This is an optimization exercise on Yosys and OpenROAD, whose aim is small area, not a production implementation. At most, simulation tests tie the RTL to the original design; equivalence was not proved. Only the layout flow was run in run 1; the RTL was not checked for function there. Power figures rest on the tool's default switching activity, not on a simulated workload.

## design/flow/flow/run.sh

```bash
#!/bin/bash
# The standard layout with three changes:
#  - synthesis replaces the FIFO read multiplexer module (fifo_rdmux) with the
#    gate-level version in flow/fifo_rdmux_gates.v (same function, made by
#    gen/gen_rdmux.py); everything else, registers included, is synthesized
#    exactly as in the standard synthesis;
#  - port buffers are plain buf_1 cells;
#  - the clock tree uses clkbuf_8 buffers in small clusters, without dummy loads.
# Each tool's output goes to a log file here; ORFS keeps its own logs under orfs/logs.
set -uo pipefail
HERE=$PWD

# Synthesis script: synth_recipe.tcl with ORFS's synth.tcl replaced by a copy
# that reads the gate-level multiplexer over the RTL one.
sed 's|^read_checkpoint \$::env(RESULTS_DIR)/1_1_yosys_canonicalize.rtlil$|&\nread_verilog -overwrite '"$HERE"'/flow/fifo_rdmux_gates.v|' \
    "$FLOW_HOME/scripts/synth.tcl" > "$HERE/flow_synth.tcl"
if ! grep -q 'fifo_rdmux_gates.v' "$HERE/flow_synth.tcl"; then
    echo "run.sh: could not patch synth.tcl" >&2
    exit 1
fi
sed 's|^source \$::env(SCRIPTS_DIR)/synth.tcl$|source '"$HERE"'/flow_synth.tcl|' synth_recipe.tcl > "$HERE/flow_synth_recipe.tcl"
if ! grep -q "flow_synth.tcl" "$HERE/flow_synth_recipe.tcl"; then
    echo "run.sh: could not patch synth_recipe.tcl" >&2
    exit 1
fi
sed 's|SYNTH_SCRIPT=[^ ]*synth_recipe.tcl|SYNTH_SCRIPT='"$HERE"'/flow_synth_recipe.tcl|' standard.sh > "$HERE/flow_standard.sh"
if ! grep -q "flow_synth_recipe.tcl" "$HERE/flow_standard.sh"; then
    echo "run.sh: could not patch standard.sh" >&2
    exit 1
fi

export BUFFER_PORTS_ARGS="-buffer_cell sky130_fd_sc_hd__buf_1"
export CTS_ARGS="-sink_clustering_enable -repair_clock_nets -dont_use_dummy_load -buf_list sky130_fd_sc_hd__clkbuf_8 -sink_clustering_size 16 -sink_clustering_max_diameter 60"
bash "$HERE/flow_standard.sh" > "$HERE/flow_standard.log" 2>&1
```

## design/flow/flow/fifo_rdmux_gates.v

```verilog
// Generated by gen/gen_rdmux.py; gate-level version of fifo_rdmux.
module fifo_rdmux (
    input  [127:0] d,
    input  [3:0]   sel,
    input          en,
    output [7:0]   y
);
    wire [3:0] nsel;
    wire [3:0] nlo, nhi;
    wire [15:0] s;
    wire [47:0] t;
    wire [7:0] u;
    sky130_fd_sc_hd__inv_1 g1 (.A(sel[0]), .Y(nsel[0]));
    sky130_fd_sc_hd__inv_1 g2 (.A(sel[1]), .Y(nsel[1]));
    sky130_fd_sc_hd__inv_1 g3 (.A(sel[2]), .Y(nsel[2]));
    sky130_fd_sc_hd__inv_1 g4 (.A(sel[3]), .Y(nsel[3]));
    sky130_fd_sc_hd__nand2_1 g5 (.A(nsel[0]), .B(nsel[1]), .Y(nlo[0]));
    sky130_fd_sc_hd__nand2_1 g6 (.A(sel[0]), .B(nsel[1]), .Y(nlo[1]));
    sky130_fd_sc_hd__nand2_1 g7 (.A(nsel[0]), .B(sel[1]), .Y(nlo[2]));
    sky130_fd_sc_hd__nand2_1 g8 (.A(sel[0]), .B(sel[1]), .Y(nlo[3]));
    sky130_fd_sc_hd__nand3_1 g9 (.A(en), .B(nsel[2]), .C(nsel[3]), .Y(nhi[0]));
    sky130_fd_sc_hd__nand3_1 g10 (.A(en), .B(sel[2]), .C(nsel[3]), .Y(nhi[1]));
    sky130_fd_sc_hd__nand3_1 g11 (.A(en), .B(nsel[2]), .C(sel[3]), .Y(nhi[2]));
    sky130_fd_sc_hd__nand3_1 g12 (.A(en), .B(sel[2]), .C(sel[3]), .Y(nhi[3]));
    sky130_fd_sc_hd__nor2_1 g13 (.A(nhi[0]), .B(nlo[0]), .Y(s[0]));
    sky130_fd_sc_hd__nor2_1 g14 (.A(nhi[0]), .B(nlo[1]), .Y(s[1]));
    sky130_fd_sc_hd__nor2_1 g15 (.A(nhi[0]), .B(nlo[2]), .Y(s[2]));
    sky130_fd_sc_hd__nor2_1 g16 (.A(nhi[0]), .B(nlo[3]), .Y(s[3]));
    sky130_fd_sc_hd__nor2_1 g17 (.A(nhi[1]), .B(nlo[0]), .Y(s[4]));
    sky130_fd_sc_hd__nor2_1 g18 (.A(nhi[1]), .B(nlo[1]), .Y(s[5]));
    sky130_fd_sc_hd__nor2_1 g19 (.A(nhi[1]), .B(nlo[2]), .Y(s[6]));
    sky130_fd_sc_hd__nor2_1 g20 (.A(nhi[1]), .B(nlo[3]), .Y(s[7]));
    sky130_fd_sc_hd__nor2_1 g21 (.A(nhi[2]), .B(nlo[0]), .Y(s[8]));
    sky130_fd_sc_hd__nor2_1 g22 (.A(nhi[2]), .B(nlo[1]), .Y(s[9]));
    sky130_fd_sc_hd__nor2_1 g23 (.A(nhi[2]), .B(nlo[2]), .Y(s[10]));
    sky130_fd_sc_hd__nor2_1 g24 (.A(nhi[2]), .B(nlo[3]), .Y(s[11]));
    sky130_fd_sc_hd__nor2_1 g25 (.A(nhi[3]), .B(nlo[0]), .Y(s[12]));
    sky130_fd_sc_hd__nor2_1 g26 (.A(nhi[3]), .B(nlo[1]), .Y(s[13]));
    sky130_fd_sc_hd__nor2_1 g27 (.A(nhi[3]), .B(nlo[2]), .Y(s[14]));
    sky130_fd_sc_hd__nor2_1 g28 (.A(nhi[3]), .B(nlo[3]), .Y(s[15]));
    sky130_fd_sc_hd__a222oi_1 g29 (.A1(s[0]), .A2(d[0]), .B1(s[1]), .B2(d[8]), .C1(s[2]), .C2(d[16]), .Y(t[0]));
    sky130_fd_sc_hd__a222oi_1 g30 (.A1(s[3]), .A2(d[24]), .B1(s[4]), .B2(d[32]), .C1(s[5]), .C2(d[40]), .Y(t[1]));
    sky130_fd_sc_hd__a222oi_1 g31 (.A1(s[6]), .A2(d[48]), .B1(s[7]), .B2(d[56]), .C1(s[8]), .C2(d[64]), .Y(t[2]));
    sky130_fd_sc_hd__a222oi_1 g32 (.A1(s[9]), .A2(d[72]), .B1(s[10]), .B2(d[80]), .C1(s[11]), .C2(d[88]), .Y(t[3]));
    sky130_fd_sc_hd__a222oi_1 g33 (.A1(s[12]), .A2(d[96]), .B1(s[13]), .B2(d[104]), .C1(s[14]), .C2(d[112]), .Y(t[4]));
    sky130_fd_sc_hd__nand2_1 g34 (.A(s[15]), .B(d[120]), .Y(t[5]));
    sky130_fd_sc_hd__and3_1 g35 (.A(t[0]), .B(t[1]), .C(t[2]), .X(u[0]));
    sky130_fd_sc_hd__nand4_1 g36 (.A(t[3]), .B(t[4]), .C(t[5]), .D(u[0]), .Y(y[0]));
    sky130_fd_sc_hd__a222oi_1 g37 (.A1(s[0]), .A2(d[1]), .B1(s[1]), .B2(d[9]), .C1(s[2]), .C2(d[17]), .Y(t[6]));
    sky130_fd_sc_hd__a222oi_1 g38 (.A1(s[3]), .A2(d[25]), .B1(s[4]), .B2(d[33]), .C1(s[5]), .C2(d[41]), .Y(t[7]));
    sky130_fd_sc_hd__a222oi_1 g39 (.A1(s[6]), .A2(d[49]), .B1(s[7]), .B2(d[57]), .C1(s[8]), .C2(d[65]), .Y(t[8]));
    sky130_fd_sc_hd__a222oi_1 g40 (.A1(s[9]), .A2(d[73]), .B1(s[10]), .B2(d[81]), .C1(s[11]), .C2(d[89]), .Y(t[9]));
    sky130_fd_sc_hd__a222oi_1 g41 (.A1(s[12]), .A2(d[97]), .B1(s[13]), .B2(d[105]), .C1(s[14]), .C2(d[113]), .Y(t[10]));
    sky130_fd_sc_hd__nand2_1 g42 (.A(s[15]), .B(d[121]), .Y(t[11]));
    sky130_fd_sc_hd__and3_1 g43 (.A(t[6]), .B(t[7]), .C(t[8]), .X(u[1]));
    sky130_fd_sc_hd__nand4_1 g44 (.A(t[9]), .B(t[10]), .C(t[11]), .D(u[1]), .Y(y[1]));
    sky130_fd_sc_hd__a222oi_1 g45 (.A1(s[0]), .A2(d[2]), .B1(s[1]), .B2(d[10]), .C1(s[2]), .C2(d[18]), .Y(t[12]));
    sky130_fd_sc_hd__a222oi_1 g46 (.A1(s[3]), .A2(d[26]), .B1(s[4]), .B2(d[34]), .C1(s[5]), .C2(d[42]), .Y(t[13]));
    sky130_fd_sc_hd__a222oi_1 g47 (.A1(s[6]), .A2(d[50]), .B1(s[7]), .B2(d[58]), .C1(s[8]), .C2(d[66]), .Y(t[14]));
    sky130_fd_sc_hd__a222oi_1 g48 (.A1(s[9]), .A2(d[74]), .B1(s[10]), .B2(d[82]), .C1(s[11]), .C2(d[90]), .Y(t[15]));
    sky130_fd_sc_hd__a222oi_1 g49 (.A1(s[12]), .A2(d[98]), .B1(s[13]), .B2(d[106]), .C1(s[14]), .C2(d[114]), .Y(t[16]));
    sky130_fd_sc_hd__nand2_1 g50 (.A(s[15]), .B(d[122]), .Y(t[17]));
    sky130_fd_sc_hd__and3_1 g51 (.A(t[12]), .B(t[13]), .C(t[14]), .X(u[2]));
    sky130_fd_sc_hd__nand4_1 g52 (.A(t[15]), .B(t[16]), .C(t[17]), .D(u[2]), .Y(y[2]));
    sky130_fd_sc_hd__a222oi_1 g53 (.A1(s[0]), .A2(d[3]), .B1(s[1]), .B2(d[11]), .C1(s[2]), .C2(d[19]), .Y(t[18]));
    sky130_fd_sc_hd__a222oi_1 g54 (.A1(s[3]), .A2(d[27]), .B1(s[4]), .B2(d[35]), .C1(s[5]), .C2(d[43]), .Y(t[19]));
    sky130_fd_sc_hd__a222oi_1 g55 (.A1(s[6]), .A2(d[51]), .B1(s[7]), .B2(d[59]), .C1(s[8]), .C2(d[67]), .Y(t[20]));
    sky130_fd_sc_hd__a222oi_1 g56 (.A1(s[9]), .A2(d[75]), .B1(s[10]), .B2(d[83]), .C1(s[11]), .C2(d[91]), .Y(t[21]));
    sky130_fd_sc_hd__a222oi_1 g57 (.A1(s[12]), .A2(d[99]), .B1(s[13]), .B2(d[107]), .C1(s[14]), .C2(d[115]), .Y(t[22]));
    sky130_fd_sc_hd__nand2_1 g58 (.A(s[15]), .B(d[123]), .Y(t[23]));
    sky130_fd_sc_hd__and3_1 g59 (.A(t[18]), .B(t[19]), .C(t[20]), .X(u[3]));
    sky130_fd_sc_hd__nand4_1 g60 (.A(t[21]), .B(t[22]), .C(t[23]), .D(u[3]), .Y(y[3]));
    sky130_fd_sc_hd__a222oi_1 g61 (.A1(s[0]), .A2(d[4]), .B1(s[1]), .B2(d[12]), .C1(s[2]), .C2(d[20]), .Y(t[24]));
    sky130_fd_sc_hd__a222oi_1 g62 (.A1(s[3]), .A2(d[28]), .B1(s[4]), .B2(d[36]), .C1(s[5]), .C2(d[44]), .Y(t[25]));
    sky130_fd_sc_hd__a222oi_1 g63 (.A1(s[6]), .A2(d[52]), .B1(s[7]), .B2(d[60]), .C1(s[8]), .C2(d[68]), .Y(t[26]));
    sky130_fd_sc_hd__a222oi_1 g64 (.A1(s[9]), .A2(d[76]), .B1(s[10]), .B2(d[84]), .C1(s[11]), .C2(d[92]), .Y(t[27]));
    sky130_fd_sc_hd__a222oi_1 g65 (.A1(s[12]), .A2(d[100]), .B1(s[13]), .B2(d[108]), .C1(s[14]), .C2(d[116]), .Y(t[28]));
    sky130_fd_sc_hd__nand2_1 g66 (.A(s[15]), .B(d[124]), .Y(t[29]));
    sky130_fd_sc_hd__and3_1 g67 (.A(t[24]), .B(t[25]), .C(t[26]), .X(u[4]));
    sky130_fd_sc_hd__nand4_1 g68 (.A(t[27]), .B(t[28]), .C(t[29]), .D(u[4]), .Y(y[4]));
    sky130_fd_sc_hd__a222oi_1 g69 (.A1(s[0]), .A2(d[5]), .B1(s[1]), .B2(d[13]), .C1(s[2]), .C2(d[21]), .Y(t[30]));
    sky130_fd_sc_hd__a222oi_1 g70 (.A1(s[3]), .A2(d[29]), .B1(s[4]), .B2(d[37]), .C1(s[5]), .C2(d[45]), .Y(t[31]));
    sky130_fd_sc_hd__a222oi_1 g71 (.A1(s[6]), .A2(d[53]), .B1(s[7]), .B2(d[61]), .C1(s[8]), .C2(d[69]), .Y(t[32]));
    sky130_fd_sc_hd__a222oi_1 g72 (.A1(s[9]), .A2(d[77]), .B1(s[10]), .B2(d[85]), .C1(s[11]), .C2(d[93]), .Y(t[33]));
    sky130_fd_sc_hd__a222oi_1 g73 (.A1(s[12]), .A2(d[101]), .B1(s[13]), .B2(d[109]), .C1(s[14]), .C2(d[117]), .Y(t[34]));
    sky130_fd_sc_hd__nand2_1 g74 (.A(s[15]), .B(d[125]), .Y(t[35]));
    sky130_fd_sc_hd__and3_1 g75 (.A(t[30]), .B(t[31]), .C(t[32]), .X(u[5]));
    sky130_fd_sc_hd__nand4_1 g76 (.A(t[33]), .B(t[34]), .C(t[35]), .D(u[5]), .Y(y[5]));
    sky130_fd_sc_hd__a222oi_1 g77 (.A1(s[0]), .A2(d[6]), .B1(s[1]), .B2(d[14]), .C1(s[2]), .C2(d[22]), .Y(t[36]));
    sky130_fd_sc_hd__a222oi_1 g78 (.A1(s[3]), .A2(d[30]), .B1(s[4]), .B2(d[38]), .C1(s[5]), .C2(d[46]), .Y(t[37]));
    sky130_fd_sc_hd__a222oi_1 g79 (.A1(s[6]), .A2(d[54]), .B1(s[7]), .B2(d[62]), .C1(s[8]), .C2(d[70]), .Y(t[38]));
    sky130_fd_sc_hd__a222oi_1 g80 (.A1(s[9]), .A2(d[78]), .B1(s[10]), .B2(d[86]), .C1(s[11]), .C2(d[94]), .Y(t[39]));
    sky130_fd_sc_hd__a222oi_1 g81 (.A1(s[12]), .A2(d[102]), .B1(s[13]), .B2(d[110]), .C1(s[14]), .C2(d[118]), .Y(t[40]));
    sky130_fd_sc_hd__nand2_1 g82 (.A(s[15]), .B(d[126]), .Y(t[41]));
    sky130_fd_sc_hd__and3_1 g83 (.A(t[36]), .B(t[37]), .C(t[38]), .X(u[6]));
    sky130_fd_sc_hd__nand4_1 g84 (.A(t[39]), .B(t[40]), .C(t[41]), .D(u[6]), .Y(y[6]));
    sky130_fd_sc_hd__a222oi_1 g85 (.A1(s[0]), .A2(d[7]), .B1(s[1]), .B2(d[15]), .C1(s[2]), .C2(d[23]), .Y(t[42]));
    sky130_fd_sc_hd__a222oi_1 g86 (.A1(s[3]), .A2(d[31]), .B1(s[4]), .B2(d[39]), .C1(s[5]), .C2(d[47]), .Y(t[43]));
    sky130_fd_sc_hd__a222oi_1 g87 (.A1(s[6]), .A2(d[55]), .B1(s[7]), .B2(d[63]), .C1(s[8]), .C2(d[71]), .Y(t[44]));
    sky130_fd_sc_hd__a222oi_1 g88 (.A1(s[9]), .A2(d[79]), .B1(s[10]), .B2(d[87]), .C1(s[11]), .C2(d[95]), .Y(t[45]));
    sky130_fd_sc_hd__a222oi_1 g89 (.A1(s[12]), .A2(d[103]), .B1(s[13]), .B2(d[111]), .C1(s[14]), .C2(d[119]), .Y(t[46]));
    sky130_fd_sc_hd__nand2_1 g90 (.A(s[15]), .B(d[127]), .Y(t[47]));
    sky130_fd_sc_hd__and3_1 g91 (.A(t[42]), .B(t[43]), .C(t[44]), .X(u[7]));
    sky130_fd_sc_hd__nand4_1 g92 (.A(t[45]), .B(t[46]), .C(t[47]), .D(u[7]), .Y(y[7]));
endmodule
```

## design/flow/standard.sh

```bash
#!/bin/bash
# synth_recipe.tcl (not shown) runs the flow's synth.tcl, then flattens the netlist and writes it again
# the make line also repeats each setting of config.mk as NAME=value (left out here)
make -C /OpenROAD-flow-scripts/flow DESIGN_CONFIG=/design/flow/config.mk WORK_HOME=/design/flow/orfs CLKGATE_MAP_FILE= SYNTH_SCRIPT=/design/flow/synth_recipe.tcl "${@:-finish}"
```

## design/flow/config.mk

```make
export PLATFORM = sky130hd
export DESIGN_NAME = router_top
export DESIGN_NICKNAME = router_top
export VERILOG_FILES = /design/flow/design.v
export SDC_FILE = /design/flow/constraint.sdc
export NUM_CORES = 4
export LEC_CHECK = 0
export ABC_AREA = 1
export CAP_MARGIN = 20
export CORE_MARGIN = 2
export CORE_UTILIZATION = 40
export SLEW_MARGIN = 20
```

## design/flow/constraint.sdc

```tcl
create_clock -name core_clock -period 5.0 [get_ports {clock}]
set_input_delay 1.0000 -clock core_clock [delete_from_list [all_inputs] [get_ports {clock}]]
set_output_delay 1.0000 -clock core_clock [all_outputs]
set_load 0.01 [all_outputs]
```

## design/flow/design.v

```verilog
module fifo_router (
    input            clock,
    input            resetn,
    input            write_enb,
    input            soft_reset,
    input            read_enb,
    input      [7:0] data_in,
    output           empty,
    output           full,
    output     [7:0] data_out
);
    reg [7:0] mem [0:15];
    reg [4:0] count;
    reg       out_vld;
    assign empty = (count == 5'd0);
    assign full  = count[4];
    wire push = write_enb & ~full;
    wire pop  = read_enb & ~empty;
    wire [127:0] mem_flat;
    genvar g;
    generate
        for (g = 0; g < 16; g = g + 1) begin : flat
            assign mem_flat[g*8 +: 8] = mem[g];
        end
    endgenerate
    fifo_rdmux rdmux (.d(mem_flat), .sel(count[3:0]), .en(out_vld), .y(data_out));
    always @(posedge clock) begin
        if (!resetn || soft_reset)
            count <= 5'd0;
        else if (push && !pop)
            count <= count + 5'd1;
        else if (pop && !push)
            count <= count - 5'd1;
    end
    always @(posedge clock) begin
        if (!resetn || soft_reset)
            out_vld <= 1'b0;
        else
            out_vld <= pop & ~(|data_out);
    end
    integer i;
    always @(posedge clock) begin
        if (push) begin
            mem[0] <= data_in;
            for (i = 1; i < 16; i = i + 1)
                mem[i] <= mem[i - 1];
        end
    end
endmodule
module fifo_rdmux (
    input  [127:0] d,
    input  [3:0]   sel,
    input          en,
    output [7:0]   y
);
    assign y = en ? d[sel*8 +: 8] : 8'h00;
endmodule
module router_sync (
    input      clock,
    input      resetn,
    input      vld,
    input      read_enb,
    output reg soft_reset
);
    reg [4:0] count;
    always @(posedge clock) begin
        if (!resetn || !vld || read_enb) begin
            soft_reset <= 1'b0;
            count      <= 5'd0;
        end else begin
            soft_reset <= (count == 5'b10000);
            count      <= {count[3:0], ~(count[4] ^ count[2])};
        end
    end
endmodule
module router_reg (
    input            clock,
    input            resetn,
    input            pkt_valid,
    input      [7:0] data_in,
    input            fifo_full,
    input            detect_add,
    input            ld_state,
    input            laf_state,
    input            rst_int_reg,
    output reg       parity_done,
    output reg       low_pkt_valid,
    output reg       error,
    output reg [7:0] dout
);
    reg [7:0] full_byte, parity;
    wire ld_ok   = ld_state & ~fifo_full;
    wire par_in  = (ld_ok & ~pkt_valid) | (laf_state & low_pkt_valid);
    always @(posedge clock)
        if (ld_state && fifo_full)
            full_byte <= data_in;
    always @(posedge clock) begin
        if (!resetn)
            dout <= 8'h00;
        else if (ld_ok)
            dout <= data_in;
        else if (laf_state)
            dout <= full_byte;
    end
    always @(posedge clock) begin
        if (detect_add)
            parity <= data_in;
        else if (ld_ok || par_in)
            parity <= parity ^ data_in;
    end
    always @(posedge clock) begin
        if (!resetn || detect_add || rst_int_reg)
            parity_done <= 1'b0;
        else if (par_in)
            parity_done <= 1'b1;
    end
    always @(posedge clock) begin
        if (!resetn)
            low_pkt_valid <= 1'b0;
        else if (ld_state && !pkt_valid)
            low_pkt_valid <= 1'b1;
    end
    always @(posedge clock) begin
        if (!resetn)
            error <= 1'b0;
        else
            error <= parity_done & (|parity);
    end
endmodule
module router_fsm (
    input        clock,
    input        resetn,
    input        pkt_valid,
    input        parity_done,
    input  [2:0] soft_reset,
    input        low_pkt_valid,
    input  [2:0] fifo_empty,
    input  [2:0] fifo_full_n,
    input  [1:0] data_in,
    output       busy,
    output       detect_add,
    output       ld_state,
    output       laf_state,
    output       rst_int_reg,
    output       fifo_full,
    output [2:0] write_enb
);
    localparam DECODE_ADDRESS     = 3'b000;
    localparam LOAD_FIRST_DATA    = 3'b001;
    localparam LOAD_DATA          = 3'b010;
    localparam FIFO_FULL_STATE    = 3'b011;
    localparam LOAD_AFTER_FULL    = 3'b100;
    localparam LOAD_PARITY        = 3'b101;
    localparam CHECK_PARITY_ERROR = 3'b110;
    localparam WAIT_TILL_EMPTY    = 3'b111;
    reg [2:0] state, next_state;
    reg [1:0] addr;
    wire addr_empty = (addr == 2'd0) ? fifo_empty[0] :
                      (addr == 2'd1) ? fifo_empty[1] :
                      (addr == 2'd2) ? fifo_empty[2] : 1'b0;
    assign fifo_full = (addr == 2'd0) ? fifo_full_n[0] :
                       (addr == 2'd1) ? fifo_full_n[1] :
                       (addr == 2'd2) ? fifo_full_n[2] : 1'b0;
    wire addr_sr    = (addr == 2'd0) ? soft_reset[0] :
                      (addr == 2'd1) ? soft_reset[1] :
                      (addr == 2'd2) ? soft_reset[2] : 1'b0;
    wire in_empty   = (data_in == 2'd0) ? fifo_empty[0] :
                      (data_in == 2'd1) ? fifo_empty[1] : fifo_empty[2];
    assign detect_add  = (state == DECODE_ADDRESS);
    assign ld_state    = (state == LOAD_DATA);
    assign laf_state   = (state == LOAD_AFTER_FULL);
    assign rst_int_reg = (state == CHECK_PARITY_ERROR);
    assign busy        = !(detect_add || ld_state);
    wire write_enb_reg = ld_state || laf_state || (state == LOAD_PARITY);
    always @(posedge clock)
        if (detect_add)
            addr <= data_in;
    reg write_d;
    always @(posedge clock)
        write_d <= write_enb_reg;
    assign write_enb[0] = write_d && addr == 2'd0;
    assign write_enb[1] = write_d && addr == 2'd1;
    assign write_enb[2] = write_d && addr == 2'd2;
    always @(posedge clock) begin
        if (!resetn || addr_sr)
            state <= DECODE_ADDRESS;
        else
            state <= next_state;
    end
    always @(*) begin
        case (state)
            DECODE_ADDRESS:
                if (pkt_valid && data_in != 2'b11)
                    next_state = in_empty ? LOAD_FIRST_DATA : WAIT_TILL_EMPTY;
                else
                    next_state = DECODE_ADDRESS;
            LOAD_FIRST_DATA:
                next_state = LOAD_DATA;
            LOAD_DATA:
                if (fifo_full)
                    next_state = FIFO_FULL_STATE;
                else if (!pkt_valid)
                    next_state = LOAD_PARITY;
                else
                    next_state = LOAD_DATA;
            FIFO_FULL_STATE:
                next_state = fifo_full ? FIFO_FULL_STATE : LOAD_AFTER_FULL;
            LOAD_AFTER_FULL:
                next_state = low_pkt_valid ? LOAD_PARITY : LOAD_DATA;
            LOAD_PARITY:
                next_state = CHECK_PARITY_ERROR;
            CHECK_PARITY_ERROR:
                next_state = fifo_full ? CHECK_PARITY_ERROR : DECODE_ADDRESS;
            default:  
                next_state = addr_empty ? LOAD_FIRST_DATA : WAIT_TILL_EMPTY;
        endcase
    end
endmodule
module router_top (
    input           clock,
    input           resetn,
    input           read_enb_0,
    input           read_enb_1,
    input           read_enb_2,
    input           pkt_valid,
    input  [7:0]    data_in,
    output          valid_out_0,
    output          valid_out_1,
    output          valid_out_2,
    output          error,
    output          busy,
    output [7:0]    data_out_0,
    output [7:0]    data_out_1,
    output [7:0]    data_out_2
);
    wire       fifo_full, detect_add, ld_state, laf_state, rst_int_reg;
    wire       parity_done, low_pkt_valid;
    wire [7:0] dout;
    wire [2:0] write_enb;
    wire [2:0] empty, full, soft_reset;
    assign valid_out_0 = ~empty[0];
    assign valid_out_1 = ~empty[1];
    assign valid_out_2 = ~empty[2];
    router_reg register (
        .clock(clock), .resetn(resetn), .pkt_valid(pkt_valid), .data_in(data_in),
        .fifo_full(fifo_full), .detect_add(detect_add), .ld_state(ld_state),
        .laf_state(laf_state), .rst_int_reg(rst_int_reg), .parity_done(parity_done),
        .low_pkt_valid(low_pkt_valid), .error(error), .dout(dout));
    router_fsm fsm (
        .clock(clock), .resetn(resetn), .pkt_valid(pkt_valid), .parity_done(parity_done),
        .soft_reset(soft_reset), .low_pkt_valid(low_pkt_valid), .fifo_empty(empty),
        .fifo_full_n(full), .data_in(data_in[1:0]), .busy(busy), .detect_add(detect_add),
        .ld_state(ld_state), .laf_state(laf_state), .rst_int_reg(rst_int_reg),
        .fifo_full(fifo_full), .write_enb(write_enb));
    router_sync sync_0 (.clock(clock), .resetn(resetn), .vld(~empty[0]), .read_enb(read_enb_0), .soft_reset(soft_reset[0]));
    router_sync sync_1 (.clock(clock), .resetn(resetn), .vld(~empty[1]), .read_enb(read_enb_1), .soft_reset(soft_reset[1]));
    router_sync sync_2 (.clock(clock), .resetn(resetn), .vld(~empty[2]), .read_enb(read_enb_2), .soft_reset(soft_reset[2]));
    fifo_router fifo_0 (.clock(clock), .resetn(resetn), .write_enb(write_enb[0]), .soft_reset(soft_reset[0]),
        .read_enb(read_enb_0), .data_in(dout), .empty(empty[0]), .full(full[0]), .data_out(data_out_0));
    fifo_router fifo_1 (.clock(clock), .resetn(resetn), .write_enb(write_enb[1]), .soft_reset(soft_reset[1]),
        .read_enb(read_enb_1), .data_in(dout), .empty(empty[1]), .full(full[1]), .data_out(data_out_1));
    fifo_router fifo_2 (.clock(clock), .resetn(resetn), .write_enb(write_enb[2]), .soft_reset(soft_reset[2]),
        .read_enb(read_enb_2), .data_in(dout), .empty(empty[2]), .full(full[2]), .data_out(data_out_2));
endmodule
```

==> impl_results.rst, run 1 <==
.. list-table::
   :header-rows: 1

   * - Metric
     - Value
   * - Outcome
     - timing/DRC/antenna clean
   * - Setup violation total in the final timing report
     - 0
   * - # clock sinks
     - 453
   * - Total power draw
     - 8.69 mW
   * - Cell count after placement
     - 1,644
   * - CTS buffer count
     - 38
   * - Number of nets in the synthesized netlist
     - 1,098
   * - Power per unit of standard cell area
     - 475 nW/um^2
   * - Crit Reg-Reg Endpoint
     - fifo_0.count[4]$_SDFFE_PP0P_
   * - Clock tree from TritonCTS
     - done
   * - Drt total wl
     - 33.4 mm
   * - Worst hold path startpoint
     - sync_2.count[3]$_SDFF_PP0_
   * - Max Cap Viol
     - 0
   * - Slack of the worst reg-to-reg path
     - 2060 ps
   * - H-Tree Level Count
     - 2
   * - Top flip-flop cell by instance count after synthesis
     - sky130_fd_sc_hd__edfxtp_1
   * - Clock transition at path regs
     - 100 ps
   * - Number of antenna repair diodes
     - 0
   * - Critical path fanouts, max
     - 8
   * - Non-filler instance count after layout
     - 1,682
   * - Initial standard-cell utilization of the core
     - 0.407
   * - Via count of the first global-routing pass
     - 9,067
   * - Port buffer count
     - 42
   * - Antenna violations before repair
     - 0
   * - Yosys cell types
     - 31
   * - Crit path largest cell delay
     - 570 ps
   * - Reg2reg path depth
     - 13
   * - Post-route antenna net violation count
     - 0
   * - Global-route wire length before repair
     - 51.8 mm
   * - Die extent in y
     - 209 microns
   * - Crit path kind
     - reg -> out
   * - Final net count
     - 1,182
   * - Number of resized instances in the post-cts repair step
     - 0
   * - Wire length on met3
     - 2.36 mm
   * - Total core area
     - 41,100 sq um
   * - Worst hold path cell count
     - 2
   * - Clock insertion delay at the later pin of the skew report
     - 610 ps
   * - TritonRoute pass-1 iters
     - 10
   * - DR WL met2
     - 14.4 mm
   * - Post-DR wirelength/cell
     - 19.8 microns
   * - Buffers plus inverters on the worst setup path
     - 2
   * - Yosys synthesis warning count
     - 5
   * - Final clock period utilization by the worst path
     - 0.764
   * - Violation count after the first detailed-route iteration
     - 1,374
   * - Cell chain of the critical path
     - inv_1 > nand3_1 > nor2_1 > a222oi_1 > and3_1 > nand4_1 > buf_1
   * - Layout-stage area growth over the synthesis result
     - 9.25%
   * - RSZ-0062 raised after global routing
     - no
   * - Gr usage total
     - 0.150
   * - Summed instance area of the synthesized netlist
     - 16,700 sq um
   * - Cell count after synthesis
     - 1,068
   * - Proportion of layout cells with a drive suffix above 1
     - 0.0748
   * - Post-route DRC
     - 0
   * - Actual transition at the worst max-transition pin
     - 972 ps
   * - Upper clock frequency limit
     - 262 MHz
   * - Post-route minimum period
     - 3820 ps
   * - Crit end category
     - output pin
   * - Pin count of the biggest net entering global routing
     - 79
   * - Average via count per standard cell
     - 5.70
   * - Routability Congestion
     - 0.793
   * - Most common library cell in the layout ignoring fill and taps
     - sky130_fd_sc_hd__edfxtp_1
   * - Worst supply voltage drop on vdd
     - 0.000193 V
   * - Area of the die
     - 43,500 sq um
   * - Worst min-delay path category
     - reg -> reg
   * - Endpoint arrival time on the critical path
     - 2820 ps
   * - Uppermost layer routed
     - met4
   * - Die Width
     - 209 microns
   * - Number of cell rows
     - 74
   * - Share of synthesized area occupied by flip-flops and latches
     - 0.782
   * - Post-CTS Hold Fix Bufs
     - 0
   * - Hpwl dp
     - 22.0 mm
   * - FF+latch count, synth
     - 453
   * - Largest delay contributor family on the critical path
     - simple AND/OR/NAND/NOR gates
   * - Slew Viols, Final
     - 0
   * - Hold Violations, Final
     - 0
   * - Kind of launch point of the worst setup path
     - flop
   * - CP max stage cell
     - sky130_fd_sc_hd__dfxtp_1
   * - Top-level port count
     - 43
   * - Met1 routed wirelength after detailed routing
     - 15.9 mm
   * - Worst clock skew on the final layout
     - 88.9 ps
   * - Total leakage power
     - 5.76 nW
   * - Average footprint of a synthesized cell
     - 15.7 sq um
   * - Number of stages on the worst setup path
     - 7
   * - GRT Residual Overflow
     - 0
   * - Number of buffers between clock root and the deepest sink
     - 3
   * - EDFF count, synth
     - 402
   * - Reg-to-reg critical path startpoint
     - fsm.addr[1]$_DFFE_PP_
   * - Most frequent cells in the layout
     - sky130_fd_sc_hd__edfxtp_1 (402), sky130_fd_sc_hd__a222oi_1 (120), sky130_fd_sc_hd__nor2_1 (113), sky130_fd_sc_hd__nand2_1 (111), sky130_fd_sc_hd__inv_1 (66)
   * - End of the worst hold path
     - sync_2.count[4]$_SDFF_PP0_
   * - Root Buffer Master
     - sky130_fd_sc_hd__clkbuf_8
   * - Slew Limit Headroom
     - 0.352
   * - Via count
     - 9,592
   * - Crit path required time
     - 4000 ps
   * - Fraction of registers with async set/reset
     - 0
   * - Count of buffers added by post-CTS timing repair for setup
     - 0
## cell type report
type | count | area [sq um]
clock buffer | 38 | 523
fill | 3699 | 22800
inverter | 75 | 282
multi-input combinational | 536 | 3520
sequential | 453 | 13100
tap | 532 | 666
timing repair buffer | 48 | 203
## power by group
part | internal (mW) | switching [mW] | leakage (nW)
clock | 0.682 | 1.11 | 0.273
sequential | 4.80 | 0.364 | 4.07
combinational | 0.565 | 1.18 | 1.42
total | 6.04 | 2.65 | 5.76
## stage by stage
stage	utilization	TNS [ps]	setup WS [ps]	area, sq um	hold WS (ps)
2_1_floorplan	-	-996	-217	16900	415
3_3_place_gp	0.432	0	1880	17800	423
3_5_place_dp	0.432	0	1860	17800	433
4_1_cts	0.445	0	1170	18300	389
5_1_grt	0.445	0	1000	18300	410
6_report	0.445	0	1180	18300	389
## worst reg2reg max path, stage by stage, from the launching register on
cell and delay [ps]:
sky130_fd_sc_hd__edfxtp_1 470, sky130_fd_sc_hd__nor2_2 200, sky130_fd_sc_hd__inv_2 70, sky130_fd_sc_hd__nor3_4 160
sky130_fd_sc_hd__buf_4 620, sky130_fd_sc_hd__ha_1 380, sky130_fd_sc_hd__inv_2 140, sky130_fd_sc_hd__ha_4 230
sky130_fd_sc_hd__nand2_1 60, sky130_fd_sc_hd__nand2_1 60, sky130_fd_sc_hd__a21oi_2 160, sky130_fd_sc_hd__xnor2_1 130
sky130_fd_sc_hd__nand2_1 70, sky130_fd_sc_hd__a21oi_1 120
## how the worst max path moves through the flow
stage | start | slack [ps] | end
after detailed placement | fifo_0.count[2]$_SDFFE_PP0P_ | 1860 | data_out_0[5]
after floorplan | fsm.addr[1]$_DFFE_PP_ | -220 | fifo_0.count[4]$_SDFFE_PP0P_
after global routing | fifo_0.count[2]$_SDFFE_PP0P_ | 1000 | data_out_0[5]
final | fifo_0.count[2]$_SDFFE_PP0P_ | 1180 | data_out_0[5]
after CTS | fifo_0.count[2]$_SDFFE_PP0P_ | 1170 | data_out_0[5]
after global placement | fifo_0.count[2]$_SDFFE_PP0P_ | 1880 | data_out_0[5]
## flip-flops by register name (all words and copies together), names as in the netlist, 8 cells and up
name / cells
fifo_0.mem: 128
fifo_1.mem: 128
fifo_2.mem: 128
register.dout: 8
register.full_byte: 8
register.parity: 8
## synthesized netlist by cell type (3+ instances only)
master,instances,area (sq um)
sky130_fd_sc_hd__edfxtp_1,402,12100
sky130_fd_sc_hd__fa_1,3,60.1
sky130_fd_sc_hd__nand4_1,31,194
sky130_fd_sc_hd__nor3b_1,3,22.5
sky130_fd_sc_hd__a31oi_1,8,50.1
sky130_fd_sc_hd__nand3_1,31,155
sky130_fd_sc_hd__and3_1,24,150
sky130_fd_sc_hd__nor3_1,10,50.1
sky130_fd_sc_hd__a222oi_1,120,1200
sky130_fd_sc_hd__inv_1,71,267
sky130_fd_sc_hd__xnor2_1,5,43.8
sky130_fd_sc_hd__dfxtp_1,51,1020
sky130_fd_sc_hd__nor2_1,114,428
sky130_fd_sc_hd__nor4_1,4,25.0
sky130_fd_sc_hd__xor2_1,13,114
sky130_fd_sc_hd__nand2_1,115,432
sky130_fd_sc_hd__a21oi_1,20,100
sky130_fd_sc_hd__ha_1,13,163
sky130_fd_sc_hd__o21ai_0,11,55.1
sky130_fd_sc_hd__inv_2,4,15.0
## routing by layer
metal,vias up,track usage
met5,-,0
met4,0,0.0470
met3,41,0.0283
met2,354,0.212
met1,4783,0.235
li1,4414,-
## cells by family (layout without fill, tap and decap cells)
family          count (synthesis)  in the layout  share of synthesized area
simple gates                  339            339                     0.0909
xor+xnor                       18             18                    0.00942
buf+inv                        79            161                     0.0185
flops                         453            453                      0.782
compound gates                163            163                     0.0858
fa+ha+maj                      16             16                     0.0133
==> run 2: changes to the inputs <==
--- a/design/flow/design.v
+++ b/design/flow/design.v
@@ -26,2 +26,10 @@
     fifo_rdmux rdmux (.d(mem_flat), .sel(count[3:0]), .en(out_vld), .y(data_out));
+    wire up = push & ~pop;
+    wire dn = pop & ~push;
+    wire [4:0] tog;
+    assign tog[0] = up | dn;
+    assign tog[1] = (up & count[0]) | (dn & ~count[0]);
+    assign tog[2] = (up & &count[1:0]) | (dn & ~|count[1:0]);
+    assign tog[3] = (up & &count[2:0]) | (dn & ~|count[2:0]);
+    assign tog[4] = (up & &count[3:0]) | (dn & ~|count[3:0]);
     always @(posedge clock) begin
@@ -29,6 +37,4 @@
             count <= 5'd0;
-        else if (push && !pop)
-            count <= count + 5'd1;
-        else if (pop && !push)
-            count <= count - 5'd1;
+        else
+            count <= count ^ tog;
     end
--- a/design/flow/config.mk
+++ b/design/flow/config.mk
@@ -10,3 +10,3 @@
 export CORE_MARGIN = 2
-export CORE_UTILIZATION = 40
+export CORE_UTILIZATION = 60
 export SLEW_MARGIN = 20
==> impl_results.rst, run 2 <==
.. list-table::
   :header-rows: 1

   * - Metric
     - Value
   * - Slack of the worst reg-to-reg path
     - 2240 ps (+180 ps)
   * - Max Cap Viol
     - 0 (unchanged)
   * - Setup violation total in the final timing report
     - 0 (unchanged)
   * - Violation count after the first detailed-route iteration
     - 1,394 (+1.5%)
   * - Die extent in y
     - 170 microns (-18%)
   * - Xor/xnor share of the synthesized area
     - 0.00529 (-0.00412)
   * - Actual transition at the worst max-transition pin
     - 1000 ps (+27.7 ps)
   * - Worst min-delay path category
     - reg -> reg
   * - Crit path required time
     - 4000 ps (about the same)
   * - Number of stages on the worst setup path
     - 7 (unchanged)
   * - Fraction of registers with async set/reset
     - 0 (unchanged)
   * - Gr usage total
     - 0.212 (+0.0616)
   * - Proportion of layout cells with a drive suffix above 1
     - 0.0580 (-0.0168)
   * - Buffers plus inverters on the worst setup path
     - 2 (unchanged)
   * - Yosys cell types
     - 35 (+13%)
   * - Summed instance area of the synthesized netlist
     - 16,500 sq um (-1.2%)
   * - Root Buffer Master
     - sky130_fd_sc_hd__clkbuf_8
   * - RSZ-0062 raised after global routing
     - no
   * - Total leakage power
     - 5.56 nW (-3.5%)
   * - Crit Reg-Reg Endpoint
     - fifo_0.mem[10][7]$_DFFE_PN_
   * - Proportion of synthesized area in mux cells
     - 0 (unchanged)
   * - Power per unit of standard cell area
     - 472 nW/um^2 (-0.58%)
   * - Pin count of the biggest net entering global routing
     - 131 (+66%)
   * - Most common library cell in the layout ignoring fill and taps
     - sky130_fd_sc_hd__edfxtp_1
   * - Largest area contributor in the synthesized netlist
     - sky130_fd_sc_hd__edfxtp_1
   * - Crit path kind
     - reg -> out
   * - TritonRoute pass-1 iters
     - 9 (-1)
   * - # clock sinks
     - 453 (unchanged)
   * - Crit end category
     - output pin
   * - Yosys top cell area share
     - 0.730 (+0.00862)
   * - Worst clock skew on the final layout
     - 52.8 ps (-36.1 ps)
   * - Count of buffers added by post-CTS timing repair for setup
     - 0 (unchanged)
   * - CP max stage cell
     - sky130_fd_sc_hd__a222oi_1
   * - CTS buffer count
     - 36 (-5.3%)
   * - Port buffer count
     - 42 (unchanged)
   * - Post-synthesis share of cell area spent on full adders, half adders and majority gates
     - 0.00454 (-0.00877)
   * - Final net count
     - 1,143 (-3.3%)
   * - Post-route DRC
     - 0 (unchanged)
   * - Most frequent cells in the layout
     - sky130_fd_sc_hd__edfxtp_1 (402), sky130_fd_sc_hd__a222oi_1 (120), sky130_fd_sc_hd__nand2_1 (111), sky130_fd_sc_hd__nor2_1 (102), sky130_fd_sc_hd__inv_1 (66)
   * - Die Width
     - 170 microns (-18%)
   * - Clock transition at path regs
     - 100 ps (about the same)
   * - Global-route wire length before repair
     - 47.7 mm (-8.0%)
   * - Largest delay contributor family on the critical path
     - simple AND/OR/NAND/NOR gates
   * - Worst hold path startpoint
     - fifo_2.mem[6][1]$_DFFE_PN_
   * - Largest registers
     - fifo_0.mem (128), fifo_1.mem (128), fifo_2.mem (128)
   * - EDFF count, synth
     - 402 (unchanged)
   * - Cell chain of the critical path
     - inv_1 > nand2_1 > nor2_1 > a222oi_1 > and3_1 > nand4_1 > buf_1
   * - Total power draw
     - 8.36 mW (-3.8%)
   * - Hold Violations, Final
     - 0 (unchanged)
   * - Reg2reg path depth
     - 5 (-8)
   * - Leading cell types by total area after synthesis
     - sky130_fd_sc_hd__edfxtp_1 (73%), sky130_fd_sc_hd__a222oi_1 (7.3%), sky130_fd_sc_hd__dfxtp_1 (6.2%)
   * - Number of cell rows
     - 60 (-19%)
   * - Worst supply voltage drop on vdd
     - 0.000311 V (+61%)
   * - Total core area
     - 27,000 sq um (-34%)
   * - Upper clock frequency limit
     - 277 MHz (+5.9%)
   * - Critical path fanouts, max
     - 8 (unchanged)
   * - FF+latch count, synth
     - 453 (unchanged)
   * - Synth top cells by count
     - sky130_fd_sc_hd__edfxtp_1 (402), sky130_fd_sc_hd__a222oi_1 (120), sky130_fd_sc_hd__nand2_1 (111), sky130_fd_sc_hd__nor2_1 (102), sky130_fd_sc_hd__inv_1 (66)
   * - Clock insertion delay at the later pin of the skew report
     - 550 ps (-60 ps)
   * - Endpoint arrival time on the critical path
     - 2610 ps (-210 ps)
   * - Initial standard-cell utilization of the core
     - 0.612 (+0.205)
   * - Post-route antenna net violation count
     - 0 (unchanged)
   * - Top flip-flop cell by instance count after synthesis
     - sky130_fd_sc_hd__edfxtp_1
   * - Post-CTS Hold Fix Bufs
     - 0 (unchanged)
   * - GRT Residual Overflow
     - 0 (unchanged)
   * - Yosys synthesis warning count
     - 5 (unchanged)
   * - Crit path largest cell delay
     - 540 ps (-30 ps)
   * - Number of buffers between clock root and the deepest sink
     - 3 (unchanged)
   * - Final clock period utilization by the worst path
     - 0.722 (-0.0429)
   * - Average footprint of a synthesized cell
     - 15.9 sq um (+1.3%)
   * - Cell count after synthesis
     - 1,042 (-2.4%)
   * - End of the worst hold path
     - fifo_2.mem[7][1]$_DFFE_PN_
   * - Post-route minimum period
     - 3610 ps (-215 ps)
   * - Routability Congestion
     - 0.794 (+0.18%)
   * - Cell with the most instances after synthesis
     - sky130_fd_sc_hd__edfxtp_1
   * - Via count of the first global-routing pass
     - 8,684 (-4.2%)
   * - Post-DR wirelength/cell
     - 20.9 microns (+5.6%)
   * - Share of synthesized cell area in and, or, nand and nor gates
     - 0.0930 (+0.00215)
   * - Kind of launch point of the worst setup path
     - flop
   * - Clock tree from TritonCTS
     - done
   * - Slew Limit Headroom
     - 0.334 (-0.0185)
   * - Layout-stage area growth over the synthesis result
     - 6.97%
   * - Share of synthesized area occupied by flip-flops and latches
     - 0.791 (+0.00935)
   * - H-Tree Level Count
     - 2 (unchanged)
   * - Worst hold path cell count
     - 0 (-2)
   * - Slew Viols, Final
     - 0 (unchanged)
   * - Number of resized instances in the post-cts repair step
     - 0 (unchanged)
   * - Hpwl dp
     - 20.3 mm (-7.5%)
   * - Outcome
     - timing/DRC/antenna clean
   * - Number of nets in the synthesized netlist
     - 1,062 (-3.3%)
   * - Area of the die
     - 28,900 sq um (-34%)
   * - Reg-to-reg critical path startpoint
     - fsm.addr[0]$_DFFE_PP_
   * - Average via count per standard cell
     - 6.34 (+11%)
   * - Top-level port count
     - 43 (unchanged)
   * - Setup TNS after final layout
     - 0 ps (unchanged)
   * - Number of antenna repair diodes
     - 0 (unchanged)
   * - Via count
     - 9,271 (-3.3%)
   * - Fraction of the mapped netlist area in compound gates
     - 0.0886 (+0.00277)
   * - Main combinational cell family by area after synthesis
     - simple AND/OR/NAND/NOR gates
   * - Antenna violations before repair
     - 0 (unchanged)
   * - Drt total wl
     - 30.6 mm (-8.2%)
==> run 2: cell type report <==
cell class | count | area, sq um
flip-flops and latches | 453 | 13100
fillers | 1927 | 9330
multi-input cells | 515 | 3200
clock buffers | 36 | 495
well taps | 341 | 427
inverters | 71 | 267
repair buffers | 46 | 213
==> run 2: worst max-delay path by stage <==
stage                                     startpoint                          to  slack, ps
after global routing      fifo_0.count[1]$_SDFF_PP0_               data_out_0[5]       1280
after CTS                 fifo_0.count[1]$_SDFF_PP0_               data_out_0[5]       1470
final                     fifo_0.count[1]$_SDFF_PP0_               data_out_0[5]       1390
after global placement    fifo_0.count[1]$_SDFF_PP0_               data_out_0[2]       2100
after detailed placement  fifo_0.count[1]$_SDFF_PP0_               data_out_0[5]       2090
after floorplan                fsm.addr[0]$_DFFE_PP_  fifo_2.count[4]$_SDFF_PP0_        140
==> run 2: metrics by stage <==
step	hold slack, ps	std cells	setup slack (ps)	util	area (sq um)
after global placement	421	1426	2100	0.636	17200
after detailed placement	426	1426	2090	0.636	17200
final	434	1462	1390	0.655	17700
after CTS	430	1462	1470	0.655	17700
after floorplan	415	1042	143	-	16600
after global routing	448	1462	1280	0.655	17700
==> run 2: per-layer routing <==
metal,part of all wire,vias to the layer above,GRT usage,wire length [microns]
met5,0,-,0,0
met4,0.019,0,0.0546,588
met3,0.061,46,0.0319,1860
met2,0.45,313,0.324,13900
met1,0.47,4587,0.326,14300
li1,-,4325,-,-
==> run 2: cells by family (layout without fill, tap and decap cells) <==
logic type               count (synthesis)  count (layout)
flip-flops                             453             453
adder cells (fa/ha/maj)                  6               6
XOR/XNOR                                10              10
AO/OA/AOI/OAI                          167             167
AND/OR/NAND/NOR                        332             332
buffers and inverters                   74             153
==> run 2: worst register-to-register path, stage by stage (launching register included) <==
cell and delay [ps]:
sky130_fd_sc_hd__edfxtp_1 480, sky130_fd_sc_hd__nor2_2 230, sky130_fd_sc_hd__inv_1 90, sky130_fd_sc_hd__nor3_4 110, sky130_fd_sc_hd__buf_4 530, sky130_fd_sc_hd__buf_4 880
==> run 2: power breakdown <==
group	switching [mW]	total (mW)	internal, mW
Combinational	1.07	1.52	0.449
Clock	1.06	1.71	0.648
Sequential	0.353	5.13	4.78
==> run 3: changes to the inputs <==
--- a/design/flow/config.mk
+++ b/design/flow/config.mk
@@ -10,3 +10,3 @@
 export CORE_MARGIN = 2
-export CORE_UTILIZATION = 60
+export CORE_UTILIZATION = 40
 export SLEW_MARGIN = 20
==> impl_results.rst, run 3 <==
.. list-table::
   :header-rows: 1

   * - Metric
     - Value
   * - Via count of the first global-routing pass
     - 9,105 (+4.8%)
   * - Antenna violations before repair
     - 0 (unchanged)
   * - Worst supply voltage drop on vdd
     - 0.000162 V (-48%)
   * - Fraction of registers with async set/reset
     - 0 (unchanged)
   * - Yosys synthesis warning count
     - 5 (unchanged)
   * - Violation count after the first detailed-route iteration
     - 1,275 (-8.5%)
   * - Routability Congestion
     - 0.786 (-1.1%)
   * - Count of buffers added by post-CTS timing repair for setup
     - 0 (unchanged)
   * - Hold Violations, Final
     - 0 (unchanged)
   * - Cell count after synthesis
     - 1,042 (unchanged)
   * - Largest area contributor in the synthesized netlist
     - sky130_fd_sc_hd__edfxtp_1
   * - Proportion of layout cells with a drive suffix above 1
     - 0.0597 (+0.00168)
   * - Clock insertion delay at the later pin of the skew report
     - 580 ps (+30 ps)
   * - Area of the die
     - 43,000 sq um (+49%)
   * - Setup WS post-layout
     - 1370 ps (-19.2 ps)
   * - Synth top cells by count
     - sky130_fd_sc_hd__edfxtp_1 (402), sky130_fd_sc_hd__a222oi_1 (120), sky130_fd_sc_hd__nand2_1 (111), sky130_fd_sc_hd__nor2_1 (102), sky130_fd_sc_hd__inv_1 (66)
   * - Power per unit of standard cell area
     - 469 nW/um^2 (-0.79%)
   * - Outcome
     - timing/DRC/antenna clean
   * - Yosys cell types
     - 35 (unchanged)
   * - H-Tree Level Count
     - 2 (unchanged)
   * - Upper clock frequency limit
     - 276 MHz (-0.53%)
   * - Post-DR wirelength/cell
     - 20.0 microns (-4.4%)
   * - Critical path fanouts, max
     - 8 (unchanged)
   * - Worst clock skew on the final layout
     - 58.3 ps (+5.55 ps)
   * - Crit end category
     - output pin
   * - FF+latch count, synth
     - 453 (unchanged)
   * - Slew Limit Headroom
     - 0.349 (+0.0153)
   * - Top flip-flop cell by instance count after synthesis
     - sky130_fd_sc_hd__edfxtp_1
   * - Most frequent cells in the layout
     - sky130_fd_sc_hd__edfxtp_1 (402), sky130_fd_sc_hd__a222oi_1 (120), sky130_fd_sc_hd__nand2_1 (111), sky130_fd_sc_hd__nor2_1 (102), sky130_fd_sc_hd__inv_1 (66)
   * - Most common library cell in the layout ignoring fill and taps
     - sky130_fd_sc_hd__edfxtp_1
   * - Design internal power
     - 5.89 mW (+0.28%)
   * - Largest registers
     - fifo_0.mem (128), fifo_1.mem (128), fifo_2.mem (128)
   * - Clock tree from TritonCTS
     - done
   * - Actual transition at the worst max-transition pin
     - 973 ps (-26.5 ps)
   * - Global-route wire length before repair
     - 52.2 mm (+9.3%)
   * - Via count
     - 9,411 (+1.5%)
   * - Clock transition at path regs
     - 100 ps (about the same)
   * - Number of resized instances in the post-cts repair step
     - 0 (unchanged)
   * - EDFF count, synth
     - 402 (unchanged)
   * - Part of the total power dissipated in sequential elements
     - 0.610 (-0.004)
   * - Crit path kind
     - reg -> out
   * - Number of buffers between clock root and the deepest sink
     - 3 (unchanged)
   * - CTS buffer count
     - 37 (+2.8%)
   * - # clock sinks
     - 453 (unchanged)
   * - Initial standard-cell utilization of the core
     - 0.405 (-0.207)
   * - Setup WS pre-CTS
     - 2030 ps (-62.3 ps)
   * - Summed instance area of the synthesized netlist
     - 16,500 sq um (unchanged)
   * - # fillers
     - 3,580 (+86%)
   * - Total leakage power
     - 5.57 nW (+0.19%)
   * - Setup TNS after final layout
     - 0 ps (unchanged)
   * - Endpoint arrival time on the critical path
     - 2630 ps (+20 ps)
   * - Cell Area, Placed
     - 17,400 sq um (+1.4%)
   * - Number of antenna repair diodes
     - 0 (unchanged)
   * - Die extent in y
     - 207 microns (+22%)
   * - Kind of launch point of the worst setup path
     - flop
   * - Pin count of the biggest net entering global routing
     - 131 (unchanged)
   * - Worst hold slack across all endpoints
     - 398 ps (-35.8 ps)
   * - Post-route design area
     - 17,900 sq um (+1.4%)
   * - Top-level port count
     - 43 (unchanged)
   * - Switching share of total power
     - 0.300 (+0.00238)
   * - Post-route antenna net violation count
     - 0 (unchanged)
   * - Drt total wl
     - 33.1 mm (+8.2%)
   * - Leading cell types by total area after synthesis
     - sky130_fd_sc_hd__edfxtp_1 (73%), sky130_fd_sc_hd__a222oi_1 (7.3%), sky130_fd_sc_hd__dfxtp_1 (6.2%)
   * - Slew Viols, Final
     - 0 (unchanged)
   * - Total core area
     - 40,800 sq um (+51%)
   * - Number of cell rows
     - 74 (+23%)
   * - Port buffer count
     - 42 (unchanged)
   * - Setup violation total in the final timing report
     - 0 (unchanged)
   * - Total power draw
     - 8.41 mW (+0.62%)
   * - Worst min-delay path category
     - reg -> reg
   * - Post-route DRC
     - 0 (unchanged)
   * - Part of the total power dissipated in the clock network
     - 0.209 (+0.005)
   * - Gr usage total
     - 0.152 (-0.0605)
   * - Cell with the most instances after synthesis
     - sky130_fd_sc_hd__edfxtp_1
   * - Final clock period utilization by the worst path
     - 0.725 (+0.00384)
   * - Post-route minimum period
     - 3630 ps (+19.2 ps)
   * - GRT Residual Overflow
     - 0 (unchanged)
   * - Net switching power figure
     - 2.52 mW (+1.4%)
   * - Share of synthesized area occupied by flip-flops and latches
     - 0.791 (unchanged)
   * - Die Width
     - 207 microns (+22%)
   * - Layout-stage area growth over the synthesis result
     - 8.49%
   * - Average footprint of a synthesized cell
     - 15.9 sq um (unchanged)
   * - TritonRoute pass-1 iters
     - 10 (+1)
   * - Final net count
     - 1,145 (+0.17%)
   * - Post-CTS Hold Fix Bufs
     - 0 (unchanged)
   * - RSZ-0062 raised after global routing
     - no
   * - Hpwl dp
     - 21.4 mm (+5.1%)
   * - Crit path required time
     - 4000 ps (about the same)
   * - Max Cap Viol
     - 0 (unchanged)
   * - Average via count per standard cell
     - 5.69 (-10%)
   * - Combinational cell fraction of total power
     - 0.182 (about the same)
   * - Root Buffer Master
     - sky130_fd_sc_hd__clkbuf_8
   * - Yosys top cell area share
     - 0.730 (unchanged)
   * - Number of nets in the synthesized netlist
     - 1,062 (unchanged)
run 3: cell type report:
type	count	area [sq um]	share of cell area
inverters	71	267	0.0149
repair buffers	47	211	0.0118
clock buffers	37	509	0.0284
well taps	532	666	0.0371
flip-flops and latches	453	13100	0.730
multi-input cells	515	3200	0.178
run 3: cell families after synthesis:
kind of cell,synth area share
fa+ha+maj,0.00454
simple gates,0.0930
buf+inv,0.0171
flops,0.791
xor+xnor,0.00529
compound gates,0.0886
run 3: power groups by stage:
stage	combinational (mW)	clock [mW]	sequential, mW
finish	1.53	1.76	5.13
global route	1.72	1.97	5.20
CTS	1.55	1.84	5.13
detailed placement	1.55	0	5.21
global placement	1.52	0	5.19
floorplan	1.08	0	5.10
run 3: path summary, 6_finish.rpt:
kind	slack (ps)	from	cells past startpoint	to
max reg2reg	2180	fifo_0.count[3]$_SDFF_PP0_	9	fifo_0.out_vld$_SDFF_PP0_
min reg2reg	400	sync_1.count[0]$_SDFF_PP0_	2	sync_1.count[1]$_SDFF_PP0_
min	400	sync_1.count[0]$_SDFF_PP0_	2	sync_1.count[1]$_SDFF_PP0_
max	1370	fifo_2.count[0]$_SDFF_PP0_	6	data_out_2[1]
run 3: metrics by stage:
| step | cells | util |
|---|---|---|
| after detailed placement | 1618 | 0.427 |
| after global placement | 1618 | 0.427 |
| after CTS | 1655 | 0.440 |
| after floorplan | 1042 | - |
| final | 1655 | 0.440 |
| after global routing | 1655 | 0.440 |
run 3: metal layers:
| layer | up-vias | GRT usage | share of wire | routed length (microns) |
|---|---|---|---|---|
| li1 | 4334 | - | - | - |
| met1 | 4670 | 0.229 | 0.46 | 15300 |
| met2 | 351 | 0.225 | 0.44 | 14600 |
| met3 | 56 | 0.0250 | 0.074 | 2460 |
| met4 | 0 | 0.0473 | 0.024 | 785 |
| met5 | - | 0 | 0 | 0 |
run 3: worst max-delay path, cell delays in order (launching register included):
cell,delay (ps)
sky130_fd_sc_hd__dfxtp_1,480
sky130_fd_sc_hd__nand2_1,170
sky130_fd_sc_hd__nor2_1,590
sky130_fd_sc_hd__a222oi_1,250
sky130_fd_sc_hd__and3_1,260
sky130_fd_sc_hd__nand4_1,130
sky130_fd_sc_hd__buf_1,160
==> run 4: changes to the inputs <==
--- a/design/flow/design.v
+++ b/design/flow/design.v
@@ -153,10 +153,10 @@
 );
-    localparam DECODE_ADDRESS     = 3'b000;
-    localparam LOAD_FIRST_DATA    = 3'b001;
-    localparam LOAD_DATA          = 3'b010;
-    localparam FIFO_FULL_STATE    = 3'b011;
-    localparam LOAD_AFTER_FULL    = 3'b100;
-    localparam LOAD_PARITY        = 3'b101;
-    localparam CHECK_PARITY_ERROR = 3'b110;
-    localparam WAIT_TILL_EMPTY    = 3'b111;
+    localparam DECODE_ADDRESS = 3'd0;
+    localparam LOAD_FIRST_DATA = 3'd1;
+    localparam LOAD_DATA = 3'd6;
+    localparam FIFO_FULL_STATE = 3'd3;
+    localparam LOAD_AFTER_FULL = 3'd4;
+    localparam LOAD_PARITY = 3'd2;
+    localparam CHECK_PARITY_ERROR = 3'd7;
+    localparam WAIT_TILL_EMPTY = 3'd5;
     reg [2:0] state, next_state;
--- a/design/flow/flow/run.sh
+++ b/design/flow/flow/run.sh
@@ -4,4 +4,4 @@
 #    gate-level version in flow/fifo_rdmux_gates.v (same function, made by
-#    gen/gen_rdmux.py); everything else, registers included, is synthesized
-#    exactly as in the standard synthesis;
+#    gen/gen_rdmux.py), and ABC maps the rest with flow/abc_amap.script;
+#    registers are mapped exactly as in the standard synthesis;
 #  - port buffers are plain buf_1 cells;
@@ -13,6 +13,8 @@
 # Synthesis script: synth_recipe.tcl with ORFS's synth.tcl replaced by a copy
-# that reads the gate-level multiplexer over the RTL one.
-sed 's|^read_checkpoint \$::env(RESULTS_DIR)/1_1_yosys_canonicalize.rtlil$|&\nread_verilog -overwrite '"$HERE"'/flow/fifo_rdmux_gates.v|' \
+# that reads the gate-level multiplexer over the RTL one and maps the
+# combinational logic with an area-oriented ABC script (flow/abc_amap.script).
+sed -e 's|^read_checkpoint \$::env(RESULTS_DIR)/1_1_yosys_canonicalize.rtlil$|&\nread_verilog -overwrite '"$HERE"'/flow/fifo_rdmux_gates.v|' \
+    -e 's|^  log_cmd abc {\*}\$abc_args$|  set abc_args [lreplace $abc_args 1 1 '"$HERE"'/flow/abc_amap.script]\n&|' \
     "$FLOW_HOME/scripts/synth.tcl" > "$HERE/flow_synth.tcl"
-if ! grep -q 'fifo_rdmux_gates.v' "$HERE/flow_synth.tcl"; then
+if ! grep -q 'fifo_rdmux_gates.v' "$HERE/flow_synth.tcl" || ! grep -q 'abc_amap.script' "$HERE/flow_synth.tcl"; then
     echo "run.sh: could not patch synth.tcl" >&2
==> design/flow/flow/abc_amap.script (new file) <==
strash
dch -f
amap
topo
stime -c
--- a/design/flow/config.mk
+++ b/design/flow/config.mk
@@ -7,6 +7,6 @@
 export LEC_CHECK = 0
-export ABC_AREA = 1
-export CAP_MARGIN = 20
+export ABC_AREA = 0
+export CAP_MARGIN = 0
 export CORE_MARGIN = 2
 export CORE_UTILIZATION = 40
-export SLEW_MARGIN = 20
+export SLEW_MARGIN = 0
==> impl_results.rst, run 4 <==
.. list-table::
   :header-rows: 1

   * - Metric
     - Value
   * - Clock transition at path regs
     - 100 ps (about the same)
   * - GRT Residual Overflow
     - 0 (unchanged)
   * - Number of buffers between clock root and the deepest sink
     - 3 (unchanged)
   * - Endpoint arrival time on the critical path
     - 2670 ps (+40 ps)
   * - Die Width
     - 206 microns (-0.74%)
   * - Via count of the first global-routing pass
     - 8,876 (-2.5%)
   * - Clock tree from TritonCTS
     - done
   * - Cell count after synthesis
     - 975 (-6.4%)
   * - Net switching power figure
     - 2.69 mW (+6.7%)
   * - Crit Reg-Reg Endpoint
     - fifo_0.out_vld$_SDFF_PP0_
   * - Power per unit of standard cell area
     - 497 nW/um^2 (+6.0%)
   * - Setup violation total in the final timing report
     - 0 (unchanged)
   * - Total leakage power
     - 5.31 nW (-4.6%)
   * - Fraction of registers with async set/reset
     - 0 (unchanged)
   * - Post-route DRC
     - 0 (unchanged)
   * - # fillers
     - 3,528 (-1.5%)
   * - Post-route design area
     - 17,700 sq um (-1.4%)
   * - Area occupied by registers
     - 13,100 sq um (unchanged)
   * - Violation count after the first detailed-route iteration
     - 1,644 (+29%)
   * - Port buffer count
     - 42 (unchanged)
   * - Number of antenna repair diodes
     - 0 (unchanged)
   * - Post-CTS Hold Fix Bufs
     - 0 (unchanged)
   * - # clock sinks
     - 453 (unchanged)
   * - EDFF count, synth
     - 402 (unchanged)
   * - Slack of the worst reg-to-reg path
     - 2180 ps (about the same)
   * - Outcome
     - timing/DRC/antenna clean
   * - FF+latch count, synth
     - 453 (unchanged)
   * - Global-route wire length before repair
     - 50.5 mm (-3.1%)
   * - Root Buffer Master
     - sky130_fd_sc_hd__clkbuf_8
   * - Cell with the most instances after synthesis
     - sky130_fd_sc_hd__edfxtp_1
   * - Clock insertion delay at the later pin of the skew report
     - 600 ps (+20 ps)
   * - First element of the critical path
     - fifo_0.count[3]$_SDFF_PP0_
   * - Crit end category
     - output pin
   * - Setup TNS after final layout
     - 0 ps (unchanged)
   * - Gr usage total
     - 0.154 (+0.00217)
   * - Reg2reg path depth
     - 8 (-1)
   * - Initial standard-cell utilization of the core
     - 0.407 (+0.00214)
   * - Pin count of the biggest net entering global routing
     - 78 (-40%)
   * - Capture point of the worst path
     - data_out_0[5]
   * - Slew Viols, Final
     - 0 (unchanged)
   * - Worst supply voltage drop on vdd
     - 0.000221 V (+36%)
   * - Combinational cell fraction of total power
     - 0.186 (+0.004)
   * - Reg-to-reg critical path startpoint
     - fifo_0.count[3]$_SDFF_PP0_
   * - Routability Congestion
     - 0.809 (+3.0%)
   * - Slew Limit Headroom
     - 0.359 (+0.0104)
   * - Leading cell types by total area after synthesis
     - sky130_fd_sc_hd__edfxtp_1 (74%), sky130_fd_sc_hd__a222oi_1 (7.9%), sky130_fd_sc_hd__dfxtp_1 (6.3%)
   * - Largest registers
     - fifo_0.mem (128), fifo_1.mem (128), fifo_2.mem (128)
   * - Upper clock frequency limit
     - 273 MHz (-1.2%)
   * - Top-level port count
     - 43 (unchanged)
   * - Largest area contributor in the synthesized netlist
     - sky130_fd_sc_hd__edfxtp_1
   * - Share of synthesized area occupied by flip-flops and latches
     - 0.804 (+0.0121)
   * - Part of the total power dissipated in the clock network
     - 0.202 (-0.007)
   * - Most common library cell in the layout ignoring fill and taps
     - sky130_fd_sc_hd__edfxtp_1
   * - Crit path required time
     - 4000 ps (about the same)
   * - Top flip-flop cell by instance count after synthesis
     - sky130_fd_sc_hd__edfxtp_1
   * - Switching share of total power
     - 0.306 (+0.00637)
   * - Max Cap Viol
     - 0 (unchanged)
   * - TritonRoute pass-1 iters
     - 9 (-1)
   * - Worst min-delay path category
     - reg -> reg
   * - Design internal power
     - 6.10 mW (+3.6%)
   * - H-Tree Level Count
     - 2 (unchanged)
   * - Crit path kind
     - reg -> out
   * - Post-route antenna net violation count
     - 0 (unchanged)
   * - Multi-input gate area in the final layout
     - 2990 sq um (-6.7%)
   * - Area of the die
     - 42,400 sq um (-1.5%)
   * - Most frequent cells in the layout
     - sky130_fd_sc_hd__edfxtp_1 (402), sky130_fd_sc_hd__a222oi_1 (128), sky130_fd_sc_hd__nor2_1 (102), sky130_fd_sc_hd__nand2_1 (57), sky130_fd_sc_hd__clkinv_1 (54)
   * - Die extent in y
     - 206 microns (-0.74%)
   * - Average footprint of a synthesized cell
     - 16.7 sq um (+5.3%)
   * - Final net count
     - 1,082 (-5.5%)
   * - Average via count per standard cell
     - 5.98 (+5.1%)
   * - Hpwl dp
     - 21.5 mm (+0.72%)
run 4: changes by cell type in the layout (fill, tap and decap cells not counted), sizes merged, moves of 6 or more:
cell	previous run	this run
inv	70	12
clkinv	1	54
xnor2	7	0
a211oi	2	16
nand2	121	57
o22ai	0	7
a222oi	120	128
or4	0	6
nand3	28	17
nand4	32	24
run 4: power by group through the flow:
stage	registers, mW	clock network (mW)	logic [mW]
floorplan	5.34	0	1.11
global placement	5.45	0	1.59
detailed placement	5.46	0	1.63
CTS	5.39	1.87	1.64
global route	5.47	1.98	1.81
finish	5.39	1.77	1.63
run 4: worst max-delay path, cell delays in order, from the launching register on:
cell,delay (ps)
sky130_fd_sc_hd__dfxtp_1,460
sky130_fd_sc_hd__inv_1,90
sky130_fd_sc_hd__nand3_1,150
sky130_fd_sc_hd__nor2_1,190
sky130_fd_sc_hd__a222oi_1,620
sky130_fd_sc_hd__and3_1,270
sky130_fd_sc_hd__nand4_1,130
sky130_fd_sc_hd__buf_1,160
run 4: stage by stage:
step / instances / worst slack [ps]
6_report: 1585 / 1330
5_1_grt: 1585 / 1150
4_1_cts: 1585 / 1300
3_5_place_dp: 1548 / 2000
3_3_place_gp: 1548 / 2020
2_1_floorplan: 975 / 31.9
run 4: cells by family after synthesis:
| group | Yosys count | share of synthesized area |
|---|---|---|
| DFF | 453 | 0.804 |
| and+or+nand+nor | 257 | 0.0729 |
| AOI/OAI and AO/OA | 193 | 0.104 |
| buffers and inverters | 66 | 0.0152 |
| adders and majority gates | 6 | 0.00461 |
run 4: worst min path at each step:
stage / start / endpoint / slack, ps
2_1_floorplan: sync_0.count[3]$_SDFF_PP0_ / sync_0.soft_reset$_SDFF_PP0_ / 390
3_3_place_gp: sync_2.count[3]$_SDFF_PP0_ / sync_2.soft_reset$_SDFF_PP0_ / 400
3_5_place_dp: sync_2.count[3]$_SDFF_PP0_ / sync_2.soft_reset$_SDFF_PP0_ / 400
4_1_cts: sync_2.count[3]$_SDFF_PP0_ / sync_2.soft_reset$_SDFF_PP0_ / 370
5_1_grt: sync_2.count[3]$_SDFF_PP0_ / sync_2.soft_reset$_SDFF_PP0_ / 400
6_report: sync_2.count[3]$_SDFF_PP0_ / sync_2.soft_reset$_SDFF_PP0_ / 370
run 4: final cells by class:
class	count	area share
Sequential cell	453	0.740
Tap cell	525	0.0371
Clock buffer	37	0.0288
Multi-Input combinational cell	456	0.169
Inverter	66	0.0140
Timing Repair Buffer	48	0.0115
run 4: routing by layer:
| metal | GRT usage | vias to the layer above | part of all wire |
|---|---|---|---|
| met5 | 0 | - | 0 |
| met4 | 0.0418 | 0 | 0.019 |
| met3 | 0.0334 | 47 | 0.081 |
| met2 | 0.221 | 412 | 0.43 |
| met1 | 0.235 | 4785 | 0.47 |
| li1 | - | 4231 | - |

## separate check: timing with driven ports
The results above use ideal ports. As a check the final layouts listed here were re-extracted and re-timed, cells and wires unchanged. Step 1 assumes that a clkbuf_16 drives the clock port and a buf_2 every other input. Step 2 times the ports against the registers' clock, not the clock port: input delays grow and output delays shrink by t, the midpoint of the rising clock arrivals with the driver on. Slacks: ideal / step 1 / step 2; pairs: ideal / step 1.
run | t, ns | setup slack, ns | slew at the worst register clock pin (ns)
run 1 | 0.617 | 1.178 / 1.127 / 1.745 | 0.11 / 0.11
run 2 | 0.574 | 1.392 / 1.347 / 1.921 | 0.10 / 0.10
run 3 | 0.596 | 1.373 / 1.328 / 1.924 | 0.10 / 0.10
run 4 | 0.631 | 1.331 / 1.282 / 1.912 | 0.10 / 0.10
After both steps every run listed still meets setup and hold.
